This is an optimization exercise on Yosys and OpenROAD, whose aim is small area and a short achievable clock period, not a production implementation. RTL that was checked went through simulation tests only; none was proved equivalent to the original.

## montgomery_kyber
module montgomery_kyber(clk, a, b, out);
input clk;
input [11:0] a, b;
output [11:0] out;
wire n0;
k_nand2 un0 (.a(a[0]), .b(b[0]), .y(n0));
wire n1;
k_nand2 un1 (.a(a[0]), .b(b[1]), .y(n1));
wire n2;
k_nand2 un2 (.a(a[0]), .b(b[2]), .y(n2));
wire n3;
k_nand2 un3 (.a(a[0]), .b(b[3]), .y(n3));
wire n4;
k_nand2 un4 (.a(a[0]), .b(b[4]), .y(n4));
wire n5;
k_nand2 un5 (.a(a[0]), .b(b[5]), .y(n5));
wire n6;
k_nand2 un6 (.a(a[0]), .b(b[6]), .y(n6));
wire n7;
k_nand2 un7 (.a(a[0]), .b(b[7]), .y(n7));
wire n8;
k_nand2 un8 (.a(a[0]), .b(b[8]), .y(n8));
wire n9;
k_nand2 un9 (.a(a[0]), .b(b[9]), .y(n9));
wire n10;
k_nand2 un10 (.a(a[0]), .b(b[10]), .y(n10));
wire n11;
k_nand2 un11 (.a(a[0]), .b(b[11]), .y(n11));
wire n12;
k_nand2 un12 (.a(a[1]), .b(b[0]), .y(n12));
wire n13;
k_nand2 un13 (.a(a[1]), .b(b[1]), .y(n13));
wire n14;
k_nand2 un14 (.a(a[1]), .b(b[2]), .y(n14));
wire n15;
k_nand2 un15 (.a(a[1]), .b(b[3]), .y(n15));
wire n16;
  ...
Size: roughly 650 cells after synthesis, about 5800 um2 of cells after synthesis.
==> flow/config.mk <==
export PLATFORM = sky130hd
export DESIGN_NAME = montgomery_kyber
export DESIGN_NICKNAME = montgomery_kyber
export VERILOG_FILES = /design/flow/design.v
export SDC_FILE = /design/flow/constraint.sdc
export NUM_CORES = 4
export LEC_CHECK = 0
export CAP_MARGIN = 20
export CORE_MARGIN = 2
export CORE_UTILIZATION = 40
export SETUP_SLACK_MARGIN = 5
export SLEW_MARGIN = 20
export SYNTH_HIERARCHICAL = 1
export SYNTH_MINIMUM_KEEP_SIZE = 0
==> flow/constraint.sdc <==
create_clock -name core_clock -period 12.0 [get_ports {clk}]
set_input_delay 2.4000 -clock core_clock [delete_from_list [all_inputs] [get_ports {clk}]]
set_output_delay 2.4000 -clock core_clock [all_outputs]
set_load 0.01 [all_outputs]
standard.sh (not shown) runs the stock make flow with config.mk's settings and CLKGATE_MAP_FILE= SYNTH_SCRIPT=/design/flow/synth_recipe.tcl, a recipe that flattens the netlist after the stock synthesis.
==> flow/flow/run.sh <==
#!/bin/bash
set -euo pipefail
MARGIN=${MARGIN:-5.5}
BUF=${BUF:-sky130_fd_sc_hd__buf_1}
RECOVER=${RECOVER:-0}
bash standard.sh "SETUP_SLACK_MARGIN=$MARGIN" \
  "BUFFER_PORTS_ARGS=-buffer_cell $BUF" "RECOVER_POWER=$RECOVER" finish > flow_make.log 2>&1
The first run finished with timing, DRC and antenna clean.
Edit:
CTS_BUF_LIST = sky130_fd_sc_hd__clkbuf_2 sky130_fd_sc_hd__clkbuf_4   (was unset)
Result:
- routed wire length rose by 0.39%
- synthesized area is unchanged
- global-route usage fell by 0.13 points
- synthesized cell count does not change
- worst setup slack got worse by 0.031 ns
- clock-buffer cell count is unchanged
- maximum frequency fell by 0.49%
- non-clock buffer count rose by 7
- hold slack got worse by 0.051 ns
No functional check of the RTL was part of any run of this note.


== P ==
Another version of the RTL of montgomery_kyber (not shown whole).
Size in the first run: about 700 cells after synthesis, ~24 flip-flops, about 37 I/O pins, about 6200 um2 of cells after synthesis.
export LEC_CHECK = 0
export CAP_MARGIN = 20
export CORE_MARGIN = 2
export CORE_UTILIZATION = 65
export SETUP_SLACK_MARGIN = 5
export SLEW_MARGIN = 20
export SYNTH_HIERARCHICAL = 1
export SYNTH_MINIMUM_KEEP_SIZE = 0
create_clock -name core_clock -period 12.0 [get_ports {clk}]
run.sh (not shown) runs the stock make flow with config.mk's settings and CLKGATE_MAP_FILE= SYNTH_SCRIPT=/design/flow/synth_recipe.tcl, a recipe that flattens the netlist after the stock synthesis.
Stock flow here: none of the scripts above is used.
Setup changes, P to Q
Settings: swapping 65 for 40 in CORE_UTILIZATION.
--- outcome ---
- Compared Q vs P, and overall die height is up in Q.
- P ended up with fewer cell instances than Q did.
- Delta (Q minus P): delay of the slowest critical-path stage decreased 60 ps; instance count on the critical path now sits higher; flip-flop and latch count after synthesis ~0 delta.
- Going from P to Q, final worst slack climbed 56 ps; period utilization dropped 0.46 points.
Function was not checked in any run of this note: the RTL went through the layout flow alone.


montgomery_kyber, a different RTL version from the one above (not shown whole).
For scale: ~680 cells after synthesis, ~25 flip-flops, roughly 37 I/O pins, about 5900 µm² of cells after synthesis.
Settings: LEC_CHECK=0, CAP_MARGIN=20, CORE_MARGIN=2, CORE_UTILIZATION=40, CTS_BUF_LIST=sky130_fd_sc_hd__clkbuf_4 sky130_fd_sc_hd__clkbuf_8, SETUP_SLACK_MARGIN=5, SLEW_MARGIN=20, SYNTH_HIERARCHICAL=1, SYNTH_MINIMUM_KEEP_SIZE=0; clock period 12.0 ns.
standard.sh (not shown) runs the stock make flow with config.mk's settings and CLKGATE_MAP_FILE= SYNTH_SCRIPT=/design/flow/synth_recipe.tcl, a recipe that flattens the netlist after the stock synthesis.
Scripts as last shown in full above: flow/flow/run.sh
The starting point passed the timing, design-rule and antenna checks.
Next try:
==> flow/flow/run.sh (replaced) <==
#!/bin/bash
set -euo pipefail
MARGIN=${MARGIN:-5.9}
BUF=${BUF:-sky130_fd_sc_hd__buf_1}
HERE=$(cd "$(dirname "$0")" && pwd)
bash standard.sh "SETUP_SLACK_MARGIN=$MARGIN" \
  "BUFFER_PORTS_ARGS=-buffer_cell $BUF" \
  "PRE_FLOORPLAN_TCL=$HERE/downsize.tcl" finish > flow_make.log 2>&1
==> flow/flow/downsize.tcl (new file) <==
# Before floorplanning: set every combinational cell to its smallest drive
# strength (x1) so that repair_timing sizes up only the cells that need it.
# Flip-flops are left as synthesis made them.
set db [ord::get_db]
set n 0
foreach inst [[ord::get_db_block] getInsts] {
  set m [[$inst getMaster] getName]
  if {[regexp {^(sky130_fd_sc_hd__[a-z0-9]+)_([0-9]+)$} $m -> base sz] && $sz > 1 && ![string match "*__df*" $base] && ![string match "*__dl*" $base]} {
    set new [$db findMaster ${base}_1]
    if {$new ne "NULL"} {
      $inst swapMaster $new
      incr n
    }
  }
}
puts "downsize: $n cells set to x1"
Result: Via count increases by 1.4%; hold slack degrades by 15 ps; worst setup slack improves by 260 ps.
Next try:
==> flow/flow/run.sh (replaced) <==
#!/bin/bash
set -euo pipefail
MARGIN=${MARGIN:-5.75}
BUF=${BUF:-sky130_fd_sc_hd__buf_1}
RECOVER=${RECOVER:-0}
bash standard.sh "SETUP_SLACK_MARGIN=$MARGIN" \
  "BUFFER_PORTS_ARGS=-buffer_cell $BUF" "RECOVER_POWER=$RECOVER" finish > flow_make.log 2>&1
CORE_UTILIZATION = 55   (was 40)
removed: flow/flow/downsize.tcl
After rerunning: Global-route usage rises by 6.4 points. Critical path depth rises by 2. Design area falls by a few percent. Synthesized cell count is unchanged.
Next try:
CORE_UTILIZATION = 40   (was 55)
Wire length goes up by 0.85%.
Area after synthesis stays the same.
Clock-buffer cell count does not change.
Die area went up by 36%.


== run A ==
montgomery_kyber, a different RTL version from the one above (not shown whole).
Size in the first run: about 25 flip-flops.
Settings: LEC_CHECK=0, CAP_MARGIN=20, CORE_MARGIN=2, CORE_UTILIZATION=40, CTS_BUF_LIST=sky130_fd_sc_hd__clkbuf_4 sky130_fd_sc_hd__clkbuf_8, SETUP_SLACK_MARGIN=5, SLEW_MARGIN=20, SYNTH_HIERARCHICAL=1, SYNTH_MINIMUM_KEEP_SIZE=0; clock period 12.0 ns.
==> flow/flow/run.sh <==
#!/bin/bash
set -euo pipefail
MARGIN=${MARGIN:-5.9}
BUF=${BUF:-sky130_fd_sc_hd__buf_1}
RECOVER=${RECOVER:-0}
bash standard.sh "SETUP_SLACK_MARGIN=$MARGIN" \
  "BUFFER_PORTS_ARGS=-buffer_cell $BUF" "RECOVER_POWER=$RECOVER" finish > flow_make.log 2>&1
### run A -> run B
==> flow/flow/run.sh <==
#!/bin/bash
set -euo pipefail
MARGIN=${MARGIN:-5.9}
BUF=${BUF:-sky130_fd_sc_hd__buf_1}
HERE=$(cd "$(dirname "$0")" && pwd)
bash standard.sh "SETUP_SLACK_MARGIN=$MARGIN" \
  "BUFFER_PORTS_ARGS=-buffer_cell $BUF" \
  "PRE_FLOORPLAN_TCL=$HERE/downsize.tcl" finish > flow_make.log 2>&1
==> flow/flow/downsize.tcl (new file) <==
# Before floorplanning: set every combinational cell to its smallest drive
# strength (x1) so that repair_timing sizes up only the cells that need it.
# Flip-flops are left as synthesis made them.
set db [ord::get_db]
set n 0
foreach inst [[ord::get_db_block] getInsts] {
  set m [[$inst getMaster] getName]
  if {[regexp {^(sky130_fd_sc_hd__[a-z0-9]+)_([0-9]+)$} $m -> base sz] && $sz > 1 && ![string match "*__df*" $base] && ![string match "*__dl*" $base]} {
    set new [$db findMaster ${base}_1]
    if {$new ne "NULL"} {
      $inst swapMaster $new
      incr n
    }
  }
}
puts "downsize: $n cells set to x1"
Results
In the reports for run B and run A, the larger routed length per placed instance belongs to run A.
On cell count along the critical path, the lower figure sits with run A, not run B.
Compared with run A, run B shows top achievable clock speed that has gone down slightly.
Here is what was changed in the inputs of run C compared with run B.
==> flow/flow/run.sh <==
#!/bin/bash
set -euo pipefail
MARGIN=${MARGIN:-5.75}
BUF=${BUF:-sky130_fd_sc_hd__buf_2}
RECOVER=${RECOVER:-0}
bash standard.sh "SETUP_SLACK_MARGIN=$MARGIN" \
  "BUFFER_PORTS_ARGS=-buffer_cell $BUF" "RECOVER_POWER=$RECOVER" finish > flow_make.log 2>&1
removed: flow/flow/downsize.tcl
## What came out
Minimum setup slack after placement: run C better than run B. Re sequential share of layout area: run C and run B aren't equal, and the lower value belongs to run C. Number of cells after detailed placement: run C and run B compared, lower one is run B. Run C does worse than run B on setup slack after layout. Going from run B to run C, routed wire length has increased; final core utilization saw a decrease; sequential cell count closely matched the old numbers; global-route usage was more or less identical.
[inputs] run D vs run C
==> flow/flow/run.sh <==
#!/bin/bash
set -euo pipefail
MARGIN=${MARGIN:-5.75}
BUF=${BUF:-sky130_fd_sc_hd__buf_1}
HERE=$(cd "$(dirname "$0")" && pwd)
bash standard.sh "SETUP_SLACK_MARGIN=$MARGIN" \
  "BUFFER_PORTS_ARGS=-buffer_cell $BUF" \
  "PRE_FLOORPLAN_TCL=$HERE/downsize.tcl" finish > flow_make.log 2>&1
==> flow/flow/downsize.tcl (new file) <==
# Before floorplanning: set every combinational cell to its smallest drive
# strength (x1) so that repair_timing sizes up only the cells that need it.
# Flip-flops are left as synthesis made them.
set db [ord::get_db]
set n 0
foreach inst [[ord::get_db_block] getInsts] {
  set m [[$inst getMaster] getName]
  if {[regexp {^(sky130_fd_sc_hd__[a-z0-9]+)_([0-9]+)$} $m -> base sz] && $sz > 1 && ![string match "*__df*" $base] && ![string match "*__dl*" $base]} {
    set new [$db findMaster ${base}_1]
    if {$new ne "NULL"} {
      $inst swapMaster $new
      incr n
    }
  }
}
puts "downsize: $n cells set to x1"
==> comparison <==
- Run D -> run C: final period demand of the worst path flat
- Between run D and run C, the routing usage on met2 does not differ in any meaningful way.
- Route | run D vs run C | wire shorter in run D
- Run D: no failed stages, no open violations at the end


Another version of the RTL of montgomery_kyber (not shown whole).
For scale: roughly 700 cells after synthesis, roughly 0.0062 mm2 of cells after synthesis.
Settings: LEC_CHECK=0, CAP_MARGIN=20, CORE_MARGIN=2, CORE_UTILIZATION=40, SETUP_SLACK_MARGIN=5, SLEW_MARGIN=20, SYNTH_HIERARCHICAL=1, SYNTH_MINIMUM_KEEP_SIZE=0; clock period 12.0 ns.
==> flow/flow/run.sh <==
#!/bin/bash
set -euo pipefail
MARGIN=${MARGIN:-6}
bash standard.sh "SETUP_SLACK_MARGIN=$MARGIN" \
  "BUFFER_PORTS_ARGS=-buffer_cell sky130_fd_sc_hd__buf_1" finish > flow_make.log 2>&1
==> next run, changes <==
--- a/flow/flow/run.sh
+++ b/flow/flow/run.sh
@@ -2,3 +2,3 @@
 set -euo pipefail
-MARGIN=${MARGIN:-6}
+MARGIN=${MARGIN:-5.5}
 bash standard.sh "SETUP_SLACK_MARGIN=$MARGIN" \
Die area stays the same.
Critical path depth is unchanged.
Wire length shrinks by roughly a tenth.
==> next run, changes <==
==> flow/flow/run.sh (replaced) <==
#!/bin/bash
set -euo pipefail
MARGIN=${MARGIN:-5.5}
BUF=${BUF:-sky130_fd_sc_hd__buf_1}
RECOVER=${RECOVER:-100}
bash standard.sh "SETUP_SLACK_MARGIN=$MARGIN" \
  "BUFFER_PORTS_ARGS=-buffer_cell $BUF" "RECOVER_POWER=$RECOVER" finish > flow_make.log 2>&1
Result:
- The new run produced a clean layout
- final area goes down by 0.79%
- critical path depth goes down by 2
==> next run, changes <==
==> flow/flow/run.sh (replaced) <==
#!/bin/bash
set -euo pipefail
MARGIN=${MARGIN:-5.5}
BUF=${BUF:-sky130_fd_sc_hd__buf_2}
RECOVER=${RECOVER:-0}
bash standard.sh "SETUP_SLACK_MARGIN=$MARGIN" \
  "BUFFER_PORTS_ARGS=-buffer_cell $BUF" "RECOVER_POWER=$RECOVER" finish > flow_make.log 2>&1
=>
- critical path depth grows by 2
- wire length shrinks by 2.7%
- cell area grows by 1.5%
- sequential share of layout area shrinks by 0.12 points


== run 3 ==
montgomery_kyber with an RTL version that a note above also has.
Size in the first run: ~660 cells after synthesis, roughly 25 flip-flops, ~37 I/O pins.
clock: 12.0 ns
lec_check: 0
cap_margin: 20
core_margin: 2
core_utilization: 40
cts_buf_list: sky130_fd_sc_hd__clkbuf_4 sky130_fd_sc_hd__clkbuf_8
setup_slack_margin: 5
slew_margin: 20
synth_hierarchical: 1
synth_minimum_keep_size: 0
==> flow/flow/run.sh <==
#!/bin/bash
set -euo pipefail
MARGIN=${MARGIN:-5.75}
BUF=${BUF:-sky130_fd_sc_hd__buf_1}
RECOVER=${RECOVER:-0}
bash standard.sh "SETUP_SLACK_MARGIN=$MARGIN" \
  "BUFFER_PORTS_ARGS=-buffer_cell $BUF" "RECOVER_POWER=$RECOVER" finish > flow_make.log 2>&1
Input-level comparison between run 1 and run 3:
==> flow/flow/run.sh <==
#!/bin/bash
set -euo pipefail
MARGIN=${MARGIN:-5.6}
BUF=${BUF:-sky130_fd_sc_hd__buf_1}
HERE=$(cd "$(dirname "$0")" && pwd)
bash standard.sh "SETUP_SLACK_MARGIN=$MARGIN" \
  "BUFFER_PORTS_ARGS=-buffer_cell $BUF" \
  "PRE_FLOORPLAN_TCL=$HERE/downsize.tcl" finish > flow_make.log 2>&1
==> flow/flow/downsize.tcl (new file) <==
# Before floorplanning: set every combinational cell to its smallest drive
# strength (x1) so that repair_timing sizes up only the cells that need it.
# Flip-flops are left as synthesis made them.
set db [ord::get_db]
set n 0
foreach inst [[ord::get_db_block] getInsts] {
  set m [[$inst getMaster] getName]
  if {[regexp {^(sky130_fd_sc_hd__[a-z0-9]+)_([0-9]+)$} $m -> base sz] && $sz > 1 && ![string match "*__df*" $base] && ![string match "*__dl*" $base]} {
    set new [$db findMaster ${base}_1]
    if {$new ne "NULL"} {
      $inst swapMaster $new
      incr n
    }
  }
}
puts "downsize: $n cells set to x1"
### Flow results
- Run 1 falls short of run 3 in final period demand of the worst path.
- Run 1 against run 3; cell count is down slightly.
- Higher detailed route wirelength on metal2 was reported by run 3, not run 1.
- Run 1 against run 3: cell area saw a decrease, post-detailed-route via-to-cell ratio lower, share of layout cells above drive strength 1 now smaller.
- Final-layout clock-cell area share: run 3 vs run 1 — no meaningful difference
- Y dimension of the die ended up 1.6 um lower on run 1 than on run 3.
- Relative to run 3, the final cycle utilization of the critical path of run 1 is higher by 1.1 points.
- The wire length in run 1 was lower than what run 3 gave.

[separate check: timing with driven ports]
The results above use ideal ports. As a check the final layouts listed here were re-extracted and re-timed, cells and wires unchanged.
Step 1 (the two cells are an assumption about what drives the block):
set clk [get_ports {clk}]
set_driving_cell -lib_cell sky130_fd_sc_hd__clkbuf_16 $clk
set_driving_cell -lib_cell sky130_fd_sc_hd__buf_2 [delete_from_list [all_inputs] $clk]
Step 2 times the ports against the registers' clock, not the clock port: input delays grow and output delays shrink by t, the midpoint of the rising clock arrivals with the driver on.
a / b / c = ideal ports / drivers / drivers and shift; a / b = the first two.
run | shift t [ns] | setup slack, ns | worst setup path at the end | worst data-port slew with drivers (ns)
the first run of note 1 | 0.285 | 5.716 / 5.682 / 5.450 | input to register | 0.03
the second run of note 1 | 0.317 | 5.685 / 5.655 / 5.390 | input to register | 0.03
P | 0.284 | 5.177 / 5.182 / 4.898 | input to register | 0.03
Q | 0.285 | 5.233 / 5.242 / 4.957 | input to register | 0.03
the first run of note 3 | 0.281 | 5.745 / 5.717 / 5.490 | input to register | 0.03
the second run of note 3 | 0.277 | 6.008 / 6.011 / 5.734 | input to register | 0.04
the third run of note 3 | 0.288 | 5.888 / 5.858 / 5.623 | input to register | 0.03
the fourth run of note 3 | 0.281 | 5.936 / 5.939 / 5.658 | input to register | 0.03
run A | 0.280 | 6.031 / 6.036 / 5.755 | input to register | 0.04
run B | 0.281 | 5.966 / 5.973 / 5.692 | input to register | 0.03
run C | 0.280 | 5.950 / 5.959 / 5.679 | input to register | 0.03
run D | 0.281 | 5.953 / 5.958 / 5.677 | input to register | 0.03
the first run of note 5 | 0.284 | 6.054 / 6.005 / 5.720 | input to register | 0.10
the second run of note 5 | 0.284 | 5.704 / 5.699 / 5.435 | input to register | 0.03
the third run of note 5 | 0.285 | 4.345 / 4.310 / 4.595 | register to output | 0.03
the fourth run of note 5 | 0.285 | 5.714 / 5.688 / 5.444 | input to register | 0.03
run 3 | 0.281 | 5.942 / 5.949 / 5.668 | input to register | 0.03
run 1 | 0.281 | 5.806 / 5.815 / 5.534 | input to register | 0.03
After both steps setup and hold are still met in every run listed. For the first run of note 5, which loses most, drivers alone change the setup slack by -0.049 ns; drivers and shift together by -0.334 ns.
